This is an optimization exercise on Yosys and OpenROAD, whose aim is small area, not a production implementation.
Where RTL was checked, it was by simulation tests only, not by an equivalence proof against the original.
The RTL of run 3 was laid out without a check of its function.
Power and IR drop assume default switching activity.

==> design.v <==
module booth_enc4 (
    input  [7:0] k,
    output [3:0] one,
    output [3:0] two,
    output [3:0] negn
);
    wire [8:0] kx = {k, 1'b0};
    genvar i;
    generate
        for (i = 0; i < 4; i = i + 1) begin : dig
            wire b0 = kx[2*i];
            wire b1 = kx[2*i+1];
            wire b2 = kx[2*i+2];
            assign one[i] = b1 ^ b0;
            assign two[i] = (b2 & ~b1 & ~b0) | (~b2 & b1 & b0);
            assign negn[i] = ~b2;
        end
    endgenerate
endmodule
module mac_lane (
    input  [8:0] a,
    input  [3:0] one,
    input  [3:0] two,
    input  [3:0] neg,
    input  [7:0] q,
    output [8:0] y
);
    wire t1 = (one[0] & q[0]) ^ neg[0];
    wire t2 = ((one[0] & q[1]) | (two[0] & q[0])) ^ neg[0];
    wire t3 = ((one[0] & q[2]) | (two[0] & q[1])) ^ neg[0];
    wire t4 = ((one[0] & q[3]) | (two[0] & q[2])) ^ neg[0];
    wire t5 = ((one[0] & q[4]) | (two[0] & q[3])) ^ neg[0];
    wire t6 = ((one[0] & q[5]) | (two[0] & q[4])) ^ neg[0];
    wire t7 = ((one[0] & q[6]) | (two[0] & q[5])) ^ neg[0];
    wire t8 = ((one[0] & q[7]) | (two[0] & q[6])) ^ neg[0];
    wire t9 = ((one[0] & q[7]) | (two[0] & q[7])) ^ neg[0];
    wire t10 = (one[1] & q[0]) ^ neg[1];
    wire t11 = ((one[1] & q[1]) | (two[1] & q[0])) ^ neg[1];
    wire t12 = ((one[1] & q[2]) | (two[1] & q[1])) ^ neg[1];
    wire t13 = ((one[1] & q[3]) | (two[1] & q[2])) ^ neg[1];
    wire t14 = ((one[1] & q[4]) | (two[1] & q[3])) ^ neg[1];
    wire t15 = ((one[1] & q[5]) | (two[1] & q[4])) ^ neg[1];
    wire t16 = ((one[1] & q[6]) | (two[1] & q[5])) ^ neg[1];
    wire t17 = (one[2] & q[0]) ^ neg[2];
    wire t18 = ((one[2] & q[1]) | (two[2] & q[0])) ^ neg[2];
    wire t19 = ((one[2] & q[2]) | (two[2] & q[1])) ^ neg[2];
    wire t20 = ((one[2] & q[3]) | (two[2] & q[2])) ^ neg[2];
    wire t21 = ((one[2] & q[4]) | (two[2] & q[3])) ^ neg[2];
    wire t22 = (one[3] & q[0]) ^ neg[3];
    wire t23 = ((one[3] & q[1]) | (two[3] & q[0])) ^ neg[3];
    wire t24 = ((one[3] & q[2]) | (two[3] & q[1])) ^ neg[3];
    wire t25 = a[0] ^ neg[0];
    wire t26 = a[0] & neg[0];
    wire t27 = a[1] ^ t26;
    wire t28 = a[1] & t26;
    wire t29 = a[2] ^ neg[1] ^ t3;
    wire t30 = (a[2] & neg[1]) | (t3 & (a[2] ^ neg[1]));
    wire t31 = t10 ^ t28;
    wire t32 = t10 & t28;
    wire t33 = a[3] ^ t4 ^ t11;
    wire t34 = (a[3] & t4) | (t11 & (a[3] ^ t4));
    wire t35 = t32 ^ t30;
    wire t36 = t32 & t30;
    wire t37 = a[4] ^ neg[2] ^ t5;
    wire t38 = (a[4] & neg[2]) | (t5 & (a[4] ^ neg[2]));
    wire t39 = t12 ^ t17 ^ t37;
    wire t40 = (t12 & t17) | (t37 & (t12 ^ t17));
    wire t41 = t34 ^ t36;
    wire t42 = t34 & t36;
    wire t43 = a[5] ^ t6 ^ t13;
    wire t44 = (a[5] & t6) | (t13 & (a[5] ^ t6));
    wire t45 = t18 ^ t38 ^ t43;
    wire t46 = (t18 & t38) | (t43 & (t18 ^ t38));
    wire t47 = t40 ^ t42;
    wire t48 = t40 & t42;
    wire t49 = a[6] ^ neg[3] ^ t7;
    wire t50 = (a[6] & neg[3]) | (t7 & (a[6] ^ neg[3]));
    wire t51 = t14 ^ t19 ^ t22;
    wire t52 = (t14 & t19) | (t22 & (t14 ^ t19));
    wire t53 = t49 ^ t44 ^ t51;
    wire t54 = (t49 & t44) | (t51 & (t49 ^ t44));
    wire t55 = t46 ^ t53;
    wire t56 = t46 & t53;
    wire t57 = a[7] ^ t8 ^ t15;
    wire t58 = (a[7] & t8) | (t15 & (a[7] ^ t8));
    wire t59 = t20 ^ t23 ^ t50;
    wire t60 = (t20 & t23) | (t50 & (t20 ^ t23));
    wire t61 = t52 ^ t57 ^ t59;
    wire t62 = (t52 & t57) | (t59 & (t52 ^ t57));
    wire t63 = t54 ^ t56;
    wire t64 = t54 & t56;
    wire t65 = a[8] ^ t9 ^ t16;
    wire t66 = t21 ^ t24 ^ t58;
    wire t67 = t65 ^ t66 ^ t60;
    wire t68 = t62 ^ t67;
    wire t69 = t1 ^ t25;
    wire t70 = t1 & t25;
    wire t71 = t2 ^ t27 ^ t70;
    wire t72 = (t2 & t27) | (t70 & (t2 ^ t27));
    wire t73 = t29 ^ t31 ^ t72;
    wire t74 = (t29 & t31) | (t72 & (t29 ^ t31));
    wire t75 = t33 ^ t35 ^ t74;
    wire t76 = (t33 & t35) | (t74 & (t33 ^ t35));
    wire t77 = t39 ^ t41;
    wire t78 = t39 & t41;
    wire t79 = t45 ^ t47;
    wire t80 = t45 & t47;
    wire t81 = t48 ^ t55;
    wire t82 = t48 & t55;
    wire t83 = t61 ^ t63;
    wire t84 = t61 & t63;
    wire t85 = t64 ^ t68;
    wire t86 = t80 | (t79 & t78);
    wire t87 = t79 & t77;
    wire t88 = t84 | (t83 & t82);
    wire t89 = t83 & t81;
    wire t90 = t82 | (t81 & t86);
    wire t91 = t81 & t87;
    wire t92 = t88 | (t89 & t86);
    wire t93 = t89 & t87;
    wire t94 = t78 | (t77 & t76);
    wire t95 = t86 | (t87 & t76);
    wire t96 = t90 | (t91 & t76);
    wire t97 = t92 | (t93 & t76);
    wire t98 = t77 ^ t76;
    wire t99 = t79 ^ t94;
    wire t100 = t81 ^ t95;
    wire t101 = t83 ^ t96;
    wire t102 = t85 ^ t97;
    assign y = {t102, t101, t100, t99, t98, t75, t73, t71, t69};
endmodule
module Attention_top #(
    parameter INPUT_WIDTH = 8,
    parameter NUM_CODE_WIDTH = 5,
    parameter MATRIX_SIZE = 3,
    parameter ADDR_WIDTH = $clog2(MATRIX_SIZE**2<<2),
    parameter OUTPUT_WIDTH = $clog2(MATRIX_SIZE*(2**INPUT_WIDTH))-1
)(
    input clk,
    input reset_n,
    input start,
    input softmax_req,DATA_write_EN,
    input  [INPUT_WIDTH*MATRIX_SIZE-1:0] Q_INPUT,
    input [INPUT_WIDTH*MATRIX_SIZE-1:0] MATRIX_INPUT,
    output [MATRIX_SIZE*OUTPUT_WIDTH-1:0] Output_RESULT,
    input output_req
);
    reg [2:0] jsel;          
    reg [2:0] ph;            
    reg       oreq_d;
    reg [2:0] osel;          
    wire clr = start | (jsel[0] & ~ph[1]);
    always @(posedge clk or negedge reset_n) begin
        if (!reset_n) begin
            jsel <= 3'b000;
            oreq_d <= 1'b0;
        end else begin
            if (start) jsel <= 3'b001;
            else if (ph[1]) jsel <= {jsel[1:0], 1'b0};
            oreq_d <= output_req;
        end
    end
    always @(posedge clk) begin
        ph <= start ? 3'b100 : {ph[1:0], ph[2]};
        if (output_req & ~oreq_d) osel <= ph;
    end
    reg [23:0] qw0, qw1, qw2;
    always @(posedge clk) begin
        if (DATA_write_EN) begin
            qw0 <= Q_INPUT;
            qw1 <= qw0;
            qw2 <= qw1;
        end
    end
    reg [7:0] kc0 [0:2];    
    reg [7:0] kc1 [0:2];
    reg [7:0] kc2 [0:2];
    always @(posedge clk) begin
        if (DATA_write_EN | jsel[0]) begin
            kc0[0] <= kc0[1]; kc0[1] <= kc0[2]; kc0[2] <= MATRIX_INPUT[23:16];
        end
        if (DATA_write_EN | jsel[1]) begin
            kc1[0] <= kc1[1]; kc1[1] <= kc1[2]; kc1[2] <= MATRIX_INPUT[15:8];
        end
        if (DATA_write_EN | jsel[2]) begin
            kc2[0] <= kc2[1]; kc2[1] <= kc2[2]; kc2[2] <= MATRIX_INPUT[7:0];
        end
    end
    wire [7:0] kop = ({8{jsel[0]}} & kc0[0]) | ({8{jsel[1]}} & kc1[0]) | ({8{jsel[2]}} & kc2[0]);
    function [7:0] qsel;
        input [23:0] w;
        input [2:0] s;
        qsel = ({8{s[0]}} & w[23:16]) | ({8{s[1]}} & w[15:8]) | ({8{s[2]}} & w[7:0]);
    endfunction
    wire [7:0] q0op = qsel(qw2, jsel);
    wire [7:0] q1op = qsel(qw1, jsel);
    wire [7:0] q2op = qsel(qw0, jsel);
    reg [26:0] rs0, rs1, rs2;
    wire [8:0] a0 = rs2[26:18];
    wire [8:0] a1 = rs2[17:9];
    wire [8:0] a2 = rs2[8:0];
    wire [8:0] y0, y1, y2;
    wire [3:0] b_one, b_two, b_neg;
    booth_enc4 kenc (.k(kop), .one(b_one), .two(b_two), .negn(b_neg));
    mac_lane lane0 (.a(a0), .one(b_one), .two(b_two), .neg(b_neg), .q(q0op), .y(y0));
    mac_lane lane1 (.a(a1), .one(b_one), .two(b_two), .neg(b_neg), .q(q1op), .y(y1));
    mac_lane lane2 (.a(a2), .one(b_one), .two(b_two), .neg(b_neg), .q(q2op), .y(y2));
    always @(posedge clk) begin
        rs0 <= {y0, y1, y2};
        rs1 <= rs0;
        rs2 <= rs1 | {27{clr}};
    end
    assign Output_RESULT = ~(({27{osel[0]}} & rs0) | ({27{osel[1]}} & rs1) | ({27{osel[2]}} & rs2));
endmodule
==> flow/run.sh <==
#!/bin/bash
# Own layout flow: the standard ORFS flow (standard.sh, unchanged synthesis),
# with the port buffers made of the smallest buffer cell (sky130_fd_sc_hd__buf_1)
# instead of the default choice. Every input and output port still gets a buffer.
set -euo pipefail
cd "$(dirname "$0")/.."
bash standard.sh "BUFFER_PORTS_ARGS=-buffer_cell sky130_fd_sc_hd__buf_1" finish > flow_standard.log 2>&1
==> standard.sh <==
#!/bin/bash
# synth_recipe.tcl (not shown) runs the flow's synth.tcl, then flattens the netlist and writes it again
# the make line also repeats each setting of config.mk as NAME=value (left out here)
make -C /OpenROAD-flow-scripts/flow DESIGN_CONFIG=/design/flow/config.mk WORK_HOME=/design/flow/orfs CLKGATE_MAP_FILE= SYNTH_SCRIPT=/design/flow/synth_recipe.tcl "${@:-finish}"
==> config.mk <==
export PLATFORM = sky130hd
export DESIGN_NAME = Attention_top
export DESIGN_NICKNAME = Attention_top
export VERILOG_FILES = /design/flow/design.v
export SDC_FILE = /design/flow/constraint.sdc
export NUM_CORES = 4
export LEC_CHECK = 0
export ABC_AREA = 1
export CAP_MARGIN = 20
export CORE_MARGIN = 2
export CORE_UTILIZATION = 75
export CTS_BUF_LIST = sky130_fd_sc_hd__clkbuf_8
export CTS_CLUSTER_DIAMETER = 60
export CTS_CLUSTER_SIZE = 18
export SLEW_MARGIN = 20
==> constraint.sdc <==
create_clock -name core_clock -period 5.0 [get_ports {clk}]
set_input_delay 1.0000 -clock core_clock [delete_from_list [all_inputs] [get_ports {clk}]]
set_output_delay 1.0000 -clock core_clock [all_outputs]
set_load 0.01 [all_outputs]
==> insert_results.sql, run 1 <==
INSERT INTO impl_metrics (metric_group, metric, value, unit) VALUES
('global_route', 'use_met2', '50.4', '%'),
('final_layout', 'nFillCells', '792', ''),
('place', 'routabilityCongestion', '0.960', ''),
('timing', 'hold_viol_final', '0', ''),
('clock_tree', 'tritoncts.num_buffers', '17', ''),
('timing', 'max_slew.worst_pin.slew', '1030', 'ps'),
('route', 'vias', '7497', ''),
('die', 'start_util', '77.1', '%'),
('global_route', 'vias_in_the_first_global_route', '7319', ''),
('clock_tree', 'number_of_buffers_inserted_by_hold_repair_at_cts', '0', ''),
('timing', 'timing.final.max_slew_violations', '0', ''),
('final_layout', 'n_antenna_cell', '0', ''),
('power_and_ir_drop', 'vdd_drop_max', '0.388', 'mV'),
('logic_synthesis', 'yosys-top-cells-area', 'edfxtp_1, dfxtp_1, fa_1, nand2_1, xor2_1', ''),
('timing', 'timing.setup.tns', '0', 'ps'),
('route', 'drt_wirelength', '22700', 'um'),
('critical_path', 'max_stage_delay', '510', 'ps'),
('global_route', 'grt_busiest_layer', 'met2', ''),
('place', 'portBuffers', '79', ''),
('route', 'drt_first_iter_violations', '622', ''),
('global_route', 'use_met1', '38.9', '%'),
('timing', 'fmax', '0.214', 'GHz'),
('die', 'dieArea', '16000', 'sq um'),
('min_path', 'worst_hold_path_type', 'in2async', ''),
('place', 'placed_cell_area', '11800', 'sq um'),
('logic_synthesis', 'ys_async_sr_fraction', '1.70', '%'),
('die', 'die_height', '126', 'um'),
('clock_tree', 'clock_latency_late_sink', '530', 'ps'),
('power_and_ir_drop', 'cellPowerDensity', '572', 'nW/um^2'),
('critical_path', 'crit_path_cell_trace', 'buf_4 -> nand2_1 -> nand3_2 -> nor2_4 -> inv_1 -> o21ai_0 -> xor2_1 -> fa_1 -> inv_1 -> fa_1 -> ha_1 -> ha_1 -> ha_1 -> a21oi_1 -> nand3_1 -> inv_1 -> nand2_1 -> nand2_1 -> xor2_1 -> inv_1 -> nand2_1 -> nand2_1', ''),
('timing', 'timing.clock.skew', '31.2', 'ps'),
('logic_synthesis', 'synth_top_area_share', '39.2', '%'),
('clock_tree', 'h-tree-depth', '1', ''),
('critical_path', 'cp_endpoint_kind', 'flip-flop', ''),
('clock_tree', 'post_cts.repair.setup_buffers', '0', ''),
('status', 'result_of_the_run', 'finished clean', ''),
('clock_tree', 'clk_pin_slew', '110', 'ps'),
('logic_synthesis', 'synth_cells', '1022', ''),
('clock_tree', 'clkSinkCount', '235', ''),
('route', 'post-route-drc-count', '0', ''),
('die', 'std_cell_rows', '44', ''),
('global_route', 'track_usage', '29.2', '%'),
('logic_synthesis', 'ys.flop_type', 'edfxtp_1', ''),
('critical_path', 'rrSetupSlack', '320', 'ps'),
('logic_synthesis', 'synth_edf_count', '147', ''),
('clock_tree', 'ctsResizeCount', '0', ''),
('power_and_ir_drop', 'static-leakage-power', '5.34', 'nW'),
('die', 'chip_width', '126', 'um'),
('logic_synthesis', 'synthesis_warning_total', '4', ''),
('route', 'detailed_router_iteration_count_before_antenna_repair', '6', ''),
('final_layout', 'utilization_after_layout', '82.8', '%'),
('logic_synthesis', 'ys_seq_elements', '235', ''),
('critical_path', 'critPathMaxFanout', '19', ''),
('logic_synthesis', 'syn_nets', '1163', ''),
('die', 'top_level_ports', '81', ''),
('timing', 'maxSlewHeadroom', '31.3', '%'),
('global_route', 'grt_remaining_overflow', '0', ''),
('global_route', 'antenna_found_initial', '0', ''),
('flow_run', 'max_cap_violations', '0', ''),
('final_layout', 'area_growth_synth_to_finish', '7.42', '%'),
('critical_path', 'timing.critical_path.mode_cell', 'nand2_1', ''),
('logic_synthesis', 'post_synth_num_cell_types', '38', ''),
('timing', 'setup_violations', '0', ''),
('timing', 'post-route-period-util', '93.6', '%'),
('critical_path', 'criticalPathCategory', 'reg2reg', ''),
('timing', 'grt_setup_unrepaired', 'false', ''),
('power_and_ir_drop', 'p_total', '6.91', 'mW'),
('final_layout', 'finish.net_count', '1248', ''),
('critical_path', 'cp.required', '5430', 'ps'),
('route', 'antenna_left', '0', ''),
('global_route', 'grt_use_met3', '4.09', '%');
per-stage QoR:
step                hold slack (ps)  setup slack (ps)  std cells
floorplan                       331               911       1022
global placement                333               525       1272
detailed placement              337               340       1272
CTS                             279               307       1301
global route                    284              10.8       1301
finish                          290               318       1301
state kept, by name (all words and copies together) (netlist names):
register and cells:
kc0 24, qw0 24, rs1 27, qw1 24, rs2 27, jsel 3
kc1 24, osel 3, rs0 27, kc2 24, ph 3, qw2 24
oreq_d 1
path summary, 6_finish.rpt:
path,start,end,cells past startpoint
worst min register to register,rs0[2],rs1[2],0
worst max-delay path,jsel[1],rs0[8],22
max in group asynchronous,reset_n,oreq_d,1
worst min-delay path,reset_n,jsel[1],1
min in group core_clock,rs0[2],rs1[2],0
worst max register to register,jsel[1],rs0[8],22
layout by cell type (no fill, tap or decap), types with 4 or more instances in the layout:
cell and count:
nand2_1 226, edfxtp_1 147, inv_1 119, dfxtp_1 84
buf_1 78, xor2_1 68, nand3_1 66, fa_1 48
ha_1 39, a21oi_1 38, o22ai_1 31, a22o_1 27
or2_2 27, nor2_1 19, clkbuf_8 18, buf_4 17
o21ai_0 16, nand4_1 7, nand2_2 5, nor2_4 4
nand3b_1 4, dfrtp_1 4
power by group:
group	switching, mW	internal [mW]
Sequential	0.172	2.48
Combinational	1.92	1.39
Clock	0.577	0.368
Total	2.67	4.24
worst max-delay path: cells and delay by family (launching register included):
kind                       cells  cell delay [ps]
DFF                            1              500
xor gates and xnor gates       2              380
AOI/OAI and AO/OA              2              380
and+or+nand+nor                8              660
adders and majority gates      5             1790
buffers and inverters          5              850
layer usage:
| metal | vias up | wire, um |
|---|---|---|
| li1 | 3575 | - |
| met1 | 3541 | 9110 |
| met2 | 326 | 11300 |
| met3 | 55 | 1630 |
| met4 | 0 | 653 |
| met5 | - | 0 |
logic make-up (layout without fill, tap and decap cells):
group           Yosys count  after routing  share of synthesized area (%)
simple gates            367            367                           14.8
flops                   235            235                           55.1
buf+inv                 142            237                           5.03
compound gates          120            120                           6.73
fa+ha+maj                87             87                           12.9
xor+xnor                 71             71                           5.53
cell type report:
type	instances	area, sq um	share of cell area, %
timing repair buffer	96	425	3.52
inverter	112	420	3.48
tap	184	230	1.90
multi-input combinational	645	4500	37.2
sequential	235	6200	51.3
clock buffer	18	248	2.05
clock inverter	11	67.6	0.559
==> inputs of run 2 (changes only) <==
--- a/config.mk
+++ b/config.mk
@@ -10,6 +10,5 @@
 export CORE_MARGIN = 2
 export CORE_UTILIZATION = 75
-export CTS_BUF_LIST = sky130_fd_sc_hd__clkbuf_8
-export CTS_CLUSTER_DIAMETER = 60
-export CTS_CLUSTER_SIZE = 18
+export CTS_CLUSTER_DIAMETER = 100
+export CTS_CLUSTER_SIZE = 30
 export SLEW_MARGIN = 20
==> run 2 against run 1 <==
Against the previous run:
- core utilization shrank 0.052 points
- register-to-register slack is essentially flat
- wire length shrank 1.3%
- power grew 0.55%
- setup slack lost 14 ps
- flip-flop and latch count is the same
- critical endpoint unchanged
- sequential share of layout area is essentially flat
- worst hold slack gained 47 ps
- synthesized cell count is the same
- die area is the same
- still clean on timing, DRC and antenna
- count of clock-buffer cells in the layout shrank 2
==> insert_results.sql, run 2 <==
INSERT INTO impl_metrics (metric_group, metric, value, unit) VALUES
('critical_path', 'critical_path.reg2reg.endpoint', 'rs0[8]', ''),
('route', 'post-route-drc-count', '0', ''),
('logic_synthesis', 'synth.yosys.seq_area_share', '55.1', '%'),
('place', 'pre_cts_slack', '340', 'ps'),
('timing', 'timing.setup.tns', '0', 'ps'),
('final_layout', 'layout.cells.most_common', 'nand2_1', ''),
('die', 'floorplan.core_area', '14600', 'sq um'),
('timing', 'timing.final.max_slew_violations', '0', ''),
('critical_path', 'cp.arrival', '5090', 'ps'),
('critical_path', 'cpLargestDelayFamily', 'adder cells', ''),
('clock_tree', 'clock-root-buffer', 'clkbuf_16', ''),
('global_route', 'grt_pass1_wl', '36200', 'um'),
('clock_tree', 'clk_pin_slew', '110', 'ps'),
('place', 'routabilityCongestion', '0.960', ''),
('route', 'avgViaCountPerCell', '5.82', ''),
('timing', 'timing.clock.skew', '23.6', 'ps'),
('route', 'drt_wirelength', '22400', 'um'),
('critical_path', 'timing.critical_path.buf_inv', '5', ''),
('critical_path', 'rrSetupSlack', '300', 'ps'),
('logic_synthesis', 'synth_fa_ha_area_share', '12.9', '%'),
('logic_synthesis', 'synth_edf_count', '147', ''),
('timing', 'grt_setup_unrepaired', 'false', ''),
('logic_synthesis', 'post_synth_num_cell_types', '38', ''),
('critical_path', 'crit-reg2reg-launch', 'jsel[1]', ''),
('logic_synthesis', 'synthesis_warning_total', '4', ''),
('logic_synthesis', 'synth_top_area_share', '39.2', '%'),
('critical_path', 'crit_path_cell_trace', 'buf_4 -> nand2_1 -> nand3_2 -> nor2_4 -> inv_1 -> o21ai_0 -> xor2_1 -> fa_1 -> inv_1 -> fa_1 -> ha_1 -> ha_1 -> ha_1 -> a21oi_1 -> nand3_1 -> inv_1 -> nand2_1 -> nand2_1 -> xor2_1 -> inv_1 -> nand2_1 -> nand2_1', ''),
('logic_synthesis', 'synth_cells', '1022', ''),
('timing', 'hold_viol_final', '0', ''),
('route', 'antenna_left', '0', ''),
('global_route', 'grt_remaining_overflow', '0', ''),
('critical_path', 'cp_slowest_cell', 'fa_1', ''),
('critical_path', 'critPathMaxFanout', '19', ''),
('global_route', 'vias_in_the_first_global_route', '7193', ''),
('timing', 'fmax', '0.213', 'GHz'),
('clock_tree', 'h-tree-depth', '1', ''),
('logic_synthesis', 'dominant_combinational_cell_family_by_area_after_synthesis', 'simple AND/OR/NAND/NOR gates', ''),
('logic_synthesis', 'synth_largest_area_cell', 'edfxtp_1', ''),
('timing', 'maxSlewHeadroom', '30.8', '%'),
('place', 'dp_hpwl', '15900', 'um'),
('logic_synthesis', 'avgSynthCellArea', '11.0', 'sq um'),
('global_route', 'grt_start_max_net_pins', '73', ''),
('route', 'detailed_router_iteration_count_before_antenna_repair', '6', ''),
('route', 'drt-wirelength-per-cell', '17.4', 'um'),
('status', 'result_of_the_run', 'finished clean', ''),
('timing', 'max_slew.worst_pin.slew', '1040', 'ps'),
('clock_tree', 'post_cts.repair.setup_buffers', '0', ''),
('clock_tree', 'tritoncts', 'built', ''),
('timing', 'post-route-period-util', '93.9', '%'),
('clock_tree', 'clock_latency_late_sink', '480', 'ps'),
('power_and_ir_drop', 'cellPowerDensity', '575', 'nW/um^2'),
('logic_synthesis', 'ys.flop_type', 'edfxtp_1', ''),
('final_layout', 'finish.net_count', '1242', ''),
('logic_synthesis', 'yosys-top-cells-area', 'edfxtp_1, dfxtp_1, fa_1, nand2_1, xor2_1', ''),
('min_path', 'worst_hold_path_type', 'in2async', ''),
('logic_synthesis', 'syn-cell-area', '11300', 'sq um'),
('global_route', 'antenna_found_initial', '0', ''),
('die', 'top_level_ports', '81', ''),
('logic_synthesis', 'basic_gate_share_of_the_synthesized_area_counting_and_or_nand_and_nor_cells', '14.8', '%'),
('timing', 'setup_violations', '0', ''),
('critical_path', 'timing.critical_path.mode_cell', 'nand2_1', ''),
('logic_synthesis', 'muxShareOfSynthArea', '0', '%'),
('logic_synthesis', 'synth-xor-area-share', '5.53', '%'),
('route', 'vias', '7499', ''),
('route', 'drt_first_iter_violations', '626', ''),
('final_layout', 'area_growth_synth_to_finish', '7.35', '%'),
('flow_run', 'max_cap_violations', '0', ''),
('logic_synthesis', 'ys_async_sr_fraction', '1.70', '%'),
('power_and_ir_drop', 'vdd_drop_max', '0.355', 'mV'),
('final_layout', 'nFillCells', '786', ''),
('clock_tree', 'clockBufferDepth', '3', ''),
('logic_synthesis', 'complex_gate_fraction_of_the_synthesized_area', '6.73', '%'),
('die', 'die_height', '126', 'um'),
('place', 'portBuffers', '79', ''),
('critical_path', 'max_stage_delay', '520', 'ps'),
('final_layout', 'biggest_registers_after_layout', 'rs0: 27 flops, rs1: 27 flops, rs2: 27 flops', ''),
('die', 'std_cell_rows', '44', ''),
('die', 'chip_width', '126', 'um'),
('critical_path', 'reg2reg_depth', '22', ''),
('logic_synthesis', 'syn_nets', '1163', ''),
('power_and_ir_drop', 'static-leakage-power', '5.29', 'nW'),
('critical_path', 'cp_endpoint_kind', 'flip-flop', ''),
('final_layout', 'mostFrequentLayoutCells', 'nand2_1, edfxtp_1, inv_1, dfxtp_1, buf_1', ''),
('global_route', 'track_usage', '28.9', '%'),
('timing', 'worst_slack', '304', 'ps'),
('timing', 'period_minus_ws_final', '4700', 'ps'),
('clock_tree', 'clkSinkCount', '235', ''),
('logic_synthesis', 'synth.top_cells.by_count', 'nand2_1, edfxtp_1, inv_1, dfxtp_1, xor2_1', ''),
('logic_synthesis', 'ys_seq_elements', '235', ''),
('final_layout', 'drive_gt1_share', '6.97', '%'),
('clock_tree', 'tritoncts.num_buffers', '11', ''),
('die', 'dieArea', '16000', 'sq um'),
('logic_synthesis', 'yosys.cell_count.top_type', 'nand2_1', ''),
('critical_path', 'criticalPathCategory', 'reg2reg', ''),
('final_layout', 'n_antenna_cell', '0', ''),
('die', 'start_util', '77.1', '%'),
('critical_path', 'startpoint_type', 'flip-flop', ''),
('critical_path', 'cp.required', '5390', 'ps');
-- run 2: cell counts after synthesis --
No cell type changed its count.
-- run 2: cells by family after synthesis --
kind of cell | Yosys count
AOI/OAI and AO/OA | 120
buffers and inverters | 142
xor gates and xnor gates | 71
adders and majority gates | 87
DFF | 235
and+or+nand+nor | 367
-- run 2: worst max-delay path by stage --
stage            start     end  slack (ps)  cells past startpoint
2_1_floorplan  jsel[1]  rs0[8]         910                     22
3_3_place_gp   jsel[0]  rs0[8]         520                     20
3_5_place_dp   jsel[0]  rs0[8]         340                     22
4_1_cts        jsel[0]  rs0[8]         290                     22
5_1_grt        jsel[2]  rs0[8]           4                     23
6_report       jsel[1]  rs0[8]         300                     22
-- run 2: timing repair --
action / CTS / global route
gates resized for setup: 0 / 1
setup endpoints to repair: 0 / 2
hold buffers: 0 / 0
-- run 2: report_power, final --
group,switching (mW),internal (mW),total (mW)
Sequential,0.172,2.48,2.65
Combinational,1.93,1.39,3.32
Clock,0.543,0.429,0.972
Total,2.65,4.30,6.95
-- run 2: final cells by class --
| class | count | area [sq um] | share of cell area, % |
|---|---|---|---|
| flip-flops and latches | 235 | 6200 | 51.3 |
| clock buffers | 16 | 304 | 2.52 |
| inverters | 112 | 420 | 3.48 |
| repair buffers | 96 | 425 | 3.52 |
| well taps | 184 | 230 | 1.91 |
| multi-input cells | 645 | 4500 | 37.2 |
| clock inverters | 1 | 5.00 | 0.0414 |
-- run 2: routing by layer --
metal	global-route usage [%]	vias to the layer above	part of all wire, %
met5	0	-	0
met4	8.92	0	3.0
met3	3.84	57	6.6
met2	49.5	316	50
met1	39.2	3569	41
li1	-	3557	-
-- run 2: through the flow --
step	utilization [%]	cell area, sq um	power (mW)	hold slack, ps	instances
finish	82.8	12100	6.95	338	1289
global route	82.8	12100	7.59	333	1289
CTS	82.8	12100	6.98	335	1289
detailed placement	80.6	11800	5.99	337	1272
global placement	80.6	11800	5.81	333	1272
floorplan	-	11300	5.26	331	1022
==> inputs of run 3 (changes only) <==
--- a/design.v
+++ b/design.v
@@ -50,83 +50,73 @@
     wire t23 = ((one[3] & q[1]) | (two[3] & q[0])) ^ neg[3];
     wire t24 = ((one[3] & q[2]) | (two[3] & q[1])) ^ neg[3];
-    wire t25 = a[0] ^ neg[0];
-    wire t26 = a[0] & neg[0];
-    wire t27 = a[1] ^ t26;
-    wire t28 = a[1] & t26;
-    wire t29 = a[2] ^ neg[1] ^ t3;
-    wire t30 = (a[2] & neg[1]) | (t3 & (a[2] ^ neg[1]));
-    wire t31 = t10 ^ t28;
-    wire t32 = t10 & t28;
-    wire t33 = a[3] ^ t4 ^ t11;
-    wire t34 = (a[3] & t4) | (t11 & (a[3] ^ t4));
-    wire t35 = t32 ^ t30;
-    wire t36 = t32 & t30;
-    wire t37 = a[4] ^ neg[2] ^ t5;
-    wire t38 = (a[4] & neg[2]) | (t5 & (a[4] ^ neg[2]));
-    wire t39 = t12 ^ t17 ^ t37;
-    wire t40 = (t12 & t17) | (t37 & (t12 ^ t17));
-    wire t41 = t34 ^ t36;
-    wire t42 = t34 & t36;
-    wire t43 = a[5] ^ t6 ^ t13;
-    wire t44 = (a[5] & t6) | (t13 & (a[5] ^ t6));
-    wire t45 = t18 ^ t38 ^ t43;
-    wire t46 = (t18 & t38) | (t43 & (t18 ^ t38));
-    wire t47 = t40 ^ t42;
-    wire t48 = t40 & t42;
-    wire t49 = a[6] ^ neg[3] ^ t7;
-    wire t50 = (a[6] & neg[3]) | (t7 & (a[6] ^ neg[3]));
-    wire t51 = t14 ^ t19 ^ t22;
-    wire t52 = (t14 & t19) | (t22 & (t14 ^ t19));
-    wire t53 = t49 ^ t44 ^ t51;
-    wire t54 = (t49 & t44) | (t51 & (t49 ^ t44));
-    wire t55 = t46 ^ t53;
-    wire t56 = t46 & t53;
-    wire t57 = a[7] ^ t8 ^ t15;
-    wire t58 = (a[7] & t8) | (t15 & (a[7] ^ t8));
-    wire t59 = t20 ^ t23 ^ t50;
-    wire t60 = (t20 & t23) | (t50 & (t20 ^ t23));
-    wire t61 = t52 ^ t57 ^ t59;
-    wire t62 = (t52 & t57) | (t59 & (t52 ^ t57));
-    wire t63 = t54 ^ t56;
-    wire t64 = t54 & t56;
-    wire t65 = a[8] ^ t9 ^ t16;
-    wire t66 = t21 ^ t24 ^ t58;
-    wire t67 = t65 ^ t66 ^ t60;
-    wire t68 = t62 ^ t67;
-    wire t69 = t1 ^ t25;
-    wire t70 = t1 & t25;
-    wire t71 = t2 ^ t27 ^ t70;
-    wire t72 = (t2 & t27) | (t70 & (t2 ^ t27));
-    wire t73 = t29 ^ t31 ^ t72;
-    wire t74 = (t29 & t31) | (t72 & (t29 ^ t31));
-    wire t75 = t33 ^ t35 ^ t74;
-    wire t76 = (t33 & t35) | (t74 & (t33 ^ t35));
-    wire t77 = t39 ^ t41;
-    wire t78 = t39 & t41;
-    wire t79 = t45 ^ t47;
-    wire t80 = t45 & t47;
-    wire t81 = t48 ^ t55;
-    wire t82 = t48 & t55;
-    wire t83 = t61 ^ t63;
-    wire t84 = t61 & t63;
-    wire t85 = t64 ^ t68;
-    wire t86 = t80 | (t79 & t78);
-    wire t87 = t79 & t77;
-    wire t88 = t84 | (t83 & t82);
-    wire t89 = t83 & t81;
-    wire t90 = t82 | (t81 & t86);
-    wire t91 = t81 & t87;
-    wire t92 = t88 | (t89 & t86);
-    wire t93 = t89 & t87;
-    wire t94 = t78 | (t77 & t76);
-    wire t95 = t86 | (t87 & t76);
-    wire t96 = t90 | (t91 & t76);
-    wire t97 = t92 | (t93 & t76);
-    wire t98 = t77 ^ t76;
-    wire t99 = t79 ^ t94;
-    wire t100 = t81 ^ t95;
-    wire t101 = t83 ^ t96;
-    wire t102 = t85 ^ t97;
-    assign y = {t102, t101, t100, t99, t98, t75, t73, t71, t69};
+    wire t25 = a[4] ^ neg[2];
+    wire t26 = a[4] & neg[2];
+    wire t27 = a[5] ^ t6;
+    wire t28 = a[5] & t6;
+    wire t29 = a[6] ^ neg[3] ^ t7;
+    wire t30 = (a[6] & neg[3]) | (t7 & (a[6] ^ neg[3]));
+    wire t31 = t14 ^ t19;
+    wire t32 = t14 & t19;
+    wire t33 = a[7] ^ t8 ^ t15;
+    wire t34 = (a[7] & t8) | (t15 & (a[7] ^ t8));
+    wire t35 = t20 ^ t23;
+    wire t36 = t20 & t23;
+    wire t37 = a[8] ^ t9 ^ t16;
+    wire t38 = t21 ^ t24;
+    wire t39 = a[2] ^ neg[1];
+    wire t40 = a[2] & neg[1];
+    wire t41 = a[3] ^ t4;
+    wire t42 = a[3] & t4;
+    wire t43 = t5 ^ t12 ^ t17;
+    wire t44 = (t5 & t12) | (t17 & (t5 ^ t12));
+    wire t45 = t26 ^ t13 ^ t18;
+    wire t46 = (t26 & t13) | (t18 & (t26 ^ t13));
+    wire t47 = t22 ^ t28 ^ t31;
+    wire t48 = (t22 & t28) | (t31 & (t22 ^ t28));
+    wire t49 = t32 ^ t35 ^ t30;
+    wire t50 = (t32 & t35) | (t30 & (t32 ^ t35));
+    wire t51 = t36 ^ t38 ^ t34;
+    wire t52 = a[0] ^ neg[0];
+    wire t53 = a[0] & neg[0];
+    wire t54 = a[1] ^ t2;
+    wire t55 = a[1] & t2;
+    wire t56 = t3 ^ t10 ^ t39;
+    wire t57 = (t3 & t10) | (t39 & (t3 ^ t10));
+    wire t58 = t40 ^ t11 ^ t41;
+    wire t59 = (t40 & t11) | (t41 & (t40 ^ t11));
+    wire t60 = t25 ^ t42 ^ t43;
+    wire t61 = (t25 & t42) | (t43 & (t25 ^ t42));
+    wire t62 = t27 ^ t44 ^ t45;
+    wire t63 = (t27 & t44) | (t45 & (t27 ^ t44));
+    wire t64 = t46 ^ t29 ^ t47;
+    wire t65 = (t46 & t29) | (t47 & (t46 ^ t29));
+    wire t66 = t33 ^ t48 ^ t49;
+    wire t67 = (t33 & t48) | (t49 & (t33 ^ t48));
+    wire t68 = t37 ^ t50 ^ t51;
+    wire t69 = t1 ^ t52;
+    wire t70 = t1 & t52;
+    wire t71 = t53 ^ t54 ^ t70;
+    wire t72 = (t53 & t54) | (t70 & (t53 ^ t54));
+    wire t73 = t55 ^ t56 ^ t72;
+    wire t74 = (t55 & t56) | (t72 & (t55 ^ t56));
+    wire t75 = t57 ^ t58 ^ t74;
+    wire t76 = (t57 & t58) | (t74 & (t57 ^ t58));
+    wire t77 = t59 ^ t60 ^ t76;
+    wire t78 = (t59 & t60) | (t76 & (t59 ^ t60));
+    wire t79 = t61 ^ t62 ^ t78;
+    wire t80 = (t61 & t62) | (t78 & (t61 ^ t62));
+    wire t81 = t63 ^ t64;
+    wire t82 = t63 & t64;
+    wire t83 = t65 ^ t66;
+    wire t84 = t65 & t66;
+    wire t85 = t67 ^ t68;
+    wire t86 = t84 | (t83 & t82);
+    wire t87 = t83 & t81;
+    wire t88 = t82 | (t81 & t80);
+    wire t89 = t86 | (t87 & t80);
+    wire t90 = t81 ^ t80;
+    wire t91 = t83 ^ t88;
+    wire t92 = t85 ^ t89;
+    assign y = {t92, t91, t90, t79, t77, t75, t73, t71, t69};
 endmodule
 module Attention_top #(
==> run 3 against run 2 <==
Against the previous run:
- still clean
- synthesized area down 0.28%
- maximum frequency is 1.5% lower
- final cell count is 1.2% higher
- wire length grew 4.2%
- critical path type unchanged
==> insert_results.sql, run 3 <==
INSERT INTO impl_metrics (metric_group, metric, value, unit) VALUES
('status', 'result_of_the_run', 'finished clean', ''),
('final_layout', 'biggest_registers_after_layout', 'rs0: 27 flops, rs1: 27 flops, rs2: 27 flops', ''),
('power_and_ir_drop', 'vdd_drop_max', '0.438', 'mV'),
('logic_synthesis', 'syn_nets', '1158', ''),
('route', 'drt_first_iter_violations', '554', ''),
('logic_synthesis', 'ys.flop_type', 'edfxtp_1', ''),
('place', 'routabilityCongestion', '0.908', ''),
('clock_tree', 'clkSinkCount', '235', ''),
('clock_tree', 'tritoncts', 'built', ''),
('critical_path', 'reg2reg_depth', '27', ''),
('global_route', 'grt_pass1_wl', '36500', 'um'),
('route', 'drt_wirelength', '23400', 'um'),
('die', 'dieArea', '16000', 'sq um'),
('global_route', 'vias_in_the_first_global_route', '7462', ''),
('final_layout', 'finish.net_count', '1258', ''),
('die', 'floorplan.core_area', '14600', 'sq um'),
('route', 'vias', '7608', ''),
('logic_synthesis', 'synth.top_cells.by_count', 'nand2_1, edfxtp_1, inv_1, dfxtp_1, xor2_1', ''),
('logic_synthesis', 'synth.yosys.seq_area_share', '55.2', '%'),
('die', 'chip_width', '126', 'um'),
('global_route', 'antenna_found_initial', '0', ''),
('clock_tree', 'clk_pin_slew', '120', 'ps'),
('place', 'placed_cell_area', '11800', 'sq um'),
('timing', 'fin_hold_ws', '314', 'ps'),
('logic_synthesis', 'yosys.cell_count.top_type', 'nand2_1', ''),
('logic_synthesis', 'synth_largest_area_cell', 'edfxtp_1', ''),
('logic_synthesis', 'synthesis_warning_total', '4', ''),
('global_route', 'use_met1', '38.1', '%'),
('logic_synthesis', 'post_synth_num_cell_types', '35', ''),
('final_layout', 'layoutNonFillerInstCount', '1304', ''),
('die', 'std_cell_rows', '44', ''),
('clock_tree', 'h-tree-depth', '1', ''),
('power_and_ir_drop', 'static-leakage-power', '5.42', 'nW'),
('clock_tree', 'clock-root-buffer', 'clkbuf_16', ''),
('timing', 'fmax', '0.210', 'GHz'),
('route', 'avgViaCountPerCell', '5.83', ''),
('timing', 'period_minus_ws_final', '4770', 'ps'),
('power_and_ir_drop', 'p_total', '7.18', 'mW'),
('route', 'detailed_router_iteration_count_before_antenna_repair', '5', ''),
('global_route', 'use_met2', '51.3', '%'),
('final_layout', 'n_antenna_cell', '0', ''),
('critical_path', 'criticalPathCategory', 'reg2reg', ''),
('logic_synthesis', 'ys_async_sr_fraction', '1.70', '%'),
('timing', 'timing.final.max_slew_violations', '0', ''),
('clock_tree', 'number_of_buffers_inserted_by_hold_repair_at_cts', '0', ''),
('route', 'post-route-drc-count', '0', ''),
('logic_synthesis', 'synth_cells', '1017', ''),
('timing', 'timing.clock.skew', '38.9', 'ps'),
('final_layout', 'layout.cells.most_common', 'nand2_1', ''),
('timing', 'timing.setup.tns', '0', 'ps'),
('critical_path', 'cp_endpoint_kind', 'flip-flop', ''),
('flow_run', 'max_cap_violations', '0', ''),
('global_route', 'grt_start_max_net_pins', '73', ''),
('logic_synthesis', 'avgSynthCellArea', '11.0', 'sq um'),
('final_layout', 'final_design_area_no_fill', '12300', 'sq um'),
('timing', 'worst_slack', '232', 'ps'),
('place', 'dp_hpwl', '16500', 'um'),
('critical_path', 'cp.arrival', '5140', 'ps'),
('logic_synthesis', 'synth_top_area_share', '39.3', '%'),
('final_layout', 'utilization_after_layout', '84.4', '%'),
('power_and_ir_drop', 'cellPowerDensity', '583', 'nW/um^2'),
('die', 'start_util', '76.9', '%'),
('timing', 'post-route-period-util', '95.4', '%'),
('die', 'die_height', '126', 'um'),
('timing', 'max_slew.worst_pin.slew', '1040', 'ps'),
('route', 'drt-wirelength-per-cell', '17.9', 'um'),
('critical_path', 'max_stage_delay', '510', 'ps'),
('global_route', 'grt_busiest_layer', 'met2', ''),
('final_layout', 'drive_gt1_share', '10.5', '%'),
('clock_tree', 'clockBufferDepth', '3', ''),
('critical_path', 'critPathMaxFanout', '9', ''),
('place', 'portBuffers', '79', ''),
('timing', 'maxSlewHeadroom', '30.7', '%'),
('clock_tree', 'tritoncts.num_buffers', '11', ''),
('place', 'placed_cells_incl_taps', '1282', ''),
('final_layout', 'area_growth_synth_to_finish', '9.79', '%'),
('logic_synthesis', 'syn-cell-area', '11200', 'sq um'),
('global_route', 'grt_remaining_overflow', '0', ''),
('timing', 'setup_violations', '0', ''),
('critical_path', 'startpoint_type', 'flip-flop', ''),
('critical_path', 'timing.critical_path.mode_cell', 'nand2_1', ''),
('logic_synthesis', 'ys_seq_elements', '235', ''),
('clock_tree', 'clock_latency_late_sink', '490', 'ps'),
('critical_path', 'cp.required', '5370', 'ps'),
('critical_path', 'critical_path.reg2reg.endpoint', 'rs0[17]', ''),
('logic_synthesis', 'synth_edf_count', '147', ''),
('route', 'antenna_left', '0', ''),
('critical_path', 'rrSetupSlack', '230', 'ps'),
('global_route', 'grt_use_met3', '4.51', '%'),
('logic_synthesis', 'yosys-top-cells-area', 'edfxtp_1, dfxtp_1, fa_1, nand2_1, xor2_1', ''),
('die', 'top_level_ports', '81', ''),
('place', 'pre_cts_slack', '12.7', 'ps'),
('global_route', 'track_usage', '29.3', '%'),
('critical_path', 'crit-reg2reg-launch', 'jsel[1]', ''),
('final_layout', 'mostFrequentLayoutCells', 'nand2_1, edfxtp_1, inv_1, dfxtp_1, buf_1', ''),
('critical_path', 'cp_slowest_cell', 'fa_1', ''),
('timing', 'hold_viol_final', '0', ''),
('min_path', 'worst_hold_path_type', 'in2async', '');
[run 3: cell types whose count changed after synthesis, sizes merged, moves of 4 or more]
cell and delta:
ha -6, nand4 -4, o21ai +5, inv +15
nand3 -9, fa +6, xor2 -8, a21oi -6
[run 3: power by group]
part	internal [mW]	total (mW)	leakage [nW]	switching [mW]
sequential	2.48	2.65	2.20	0.169
clock	0.414	0.967	0.145	0.552
combinational	1.50	3.57	3.07	2.06
[run 3: per-layer routing]
metal	share of wire (%)	wire, um
met5	0	0
met4	4.7	1090
met3	7.9	1850
met2	49	11400
met1	39	9010
[run 3: cells by family (layout without fill, tap and decap cells)]
family                   after synthesis  count (layout)  share of synthesized area, %
AO/OA/AOI/OAI                        114             114                          6.41
adder cells (fa/ha/maj)               87              87                          13.3
buffers and inverters                157             260                          5.59
flip-flops                           235             235                          55.2
AND/OR/NAND/NOR                      359             359                          14.4
XOR/XNOR                              65              65                          5.07
[run 3: worst max-delay path: cells and delay by family, from the launching register on]
| kind | cells | cell delay [ps] |
|---|---|---|
| adder cells (fa/ha/maj) | 4 | 1590 |
| XOR/XNOR | 1 | 150 |
| AND/OR/NAND/NOR | 12 | 1350 |
| AO/OA/AOI/OAI | 3 | 420 |
| flip-flops | 1 | 470 |
| buffers and inverters | 7 | 690 |
[run 3: area by class of cell]
| type | count | area, sq um |
|---|---|---|
| clock buffers | 15 | 290 |
| clock inverters | 1 | 6.26 |
| fillers | 804 | 2270 |
| inverters | 127 | 480 |
| multi-input cells | 625 | 4490 |
| flip-flops and latches | 235 | 6200 |
| well taps | 184 | 230 |
| repair buffers | 117 | 626 |
[run 3: what timing repair did]
action / 4_1_cts / 5_1_grt
setup endpoints to repair: 2 / 3
pin swaps: 0 / 2
setup buffers: 0 / 4
resized for setup: 3 / 38
[run 3: worst max-delay path by stage]
stage | cells past startpoint | startpoint | slack (ps) | to
final | 27 | jsel[1] | 230 | rs0[17]
after global routing | 26 | jsel[0] | -9 | rs0[26]
after CTS | 26 | jsel[0] | 8 | rs0[26]
after detailed placement | 26 | jsel[0] | 10 | rs0[26]
after global placement | 27 | jsel[0] | 100 | rs0[17]
after floorplan | 24 | jsel[0] | 290 | rs0[26]

## separate check: timing with driven ports
The flow's constraints put no driver on any port. The routed layouts listed below were extracted and timed again, unchanged, in two steps.
Step 1, drivers: a clkbuf_16 drives clk and a buf_2 each remaining input, both assumed.
Step 2, shift: input delay + t, output delay - t, t = (earliest + latest rising clock arrival at the registers) / 2. This alone moves slack from input paths to output paths.
Three values: ideal ports, drivers, drivers and shift; two values: the first two.
| run | t, ns | setup WS [ns] | cell pins on the clock port's net |
|---|---|---|---|
| run 1 | 0.551 | 0.318 / 0.318 / 0.318 | 1 |
| run 2 | 0.515 | 0.304 / 0.304 / 0.304 | 1 |
| run 3 | 0.514 | 0.232 / 0.232 / 0.232 | 1 |
After both steps setup and hold are still met in every run listed.
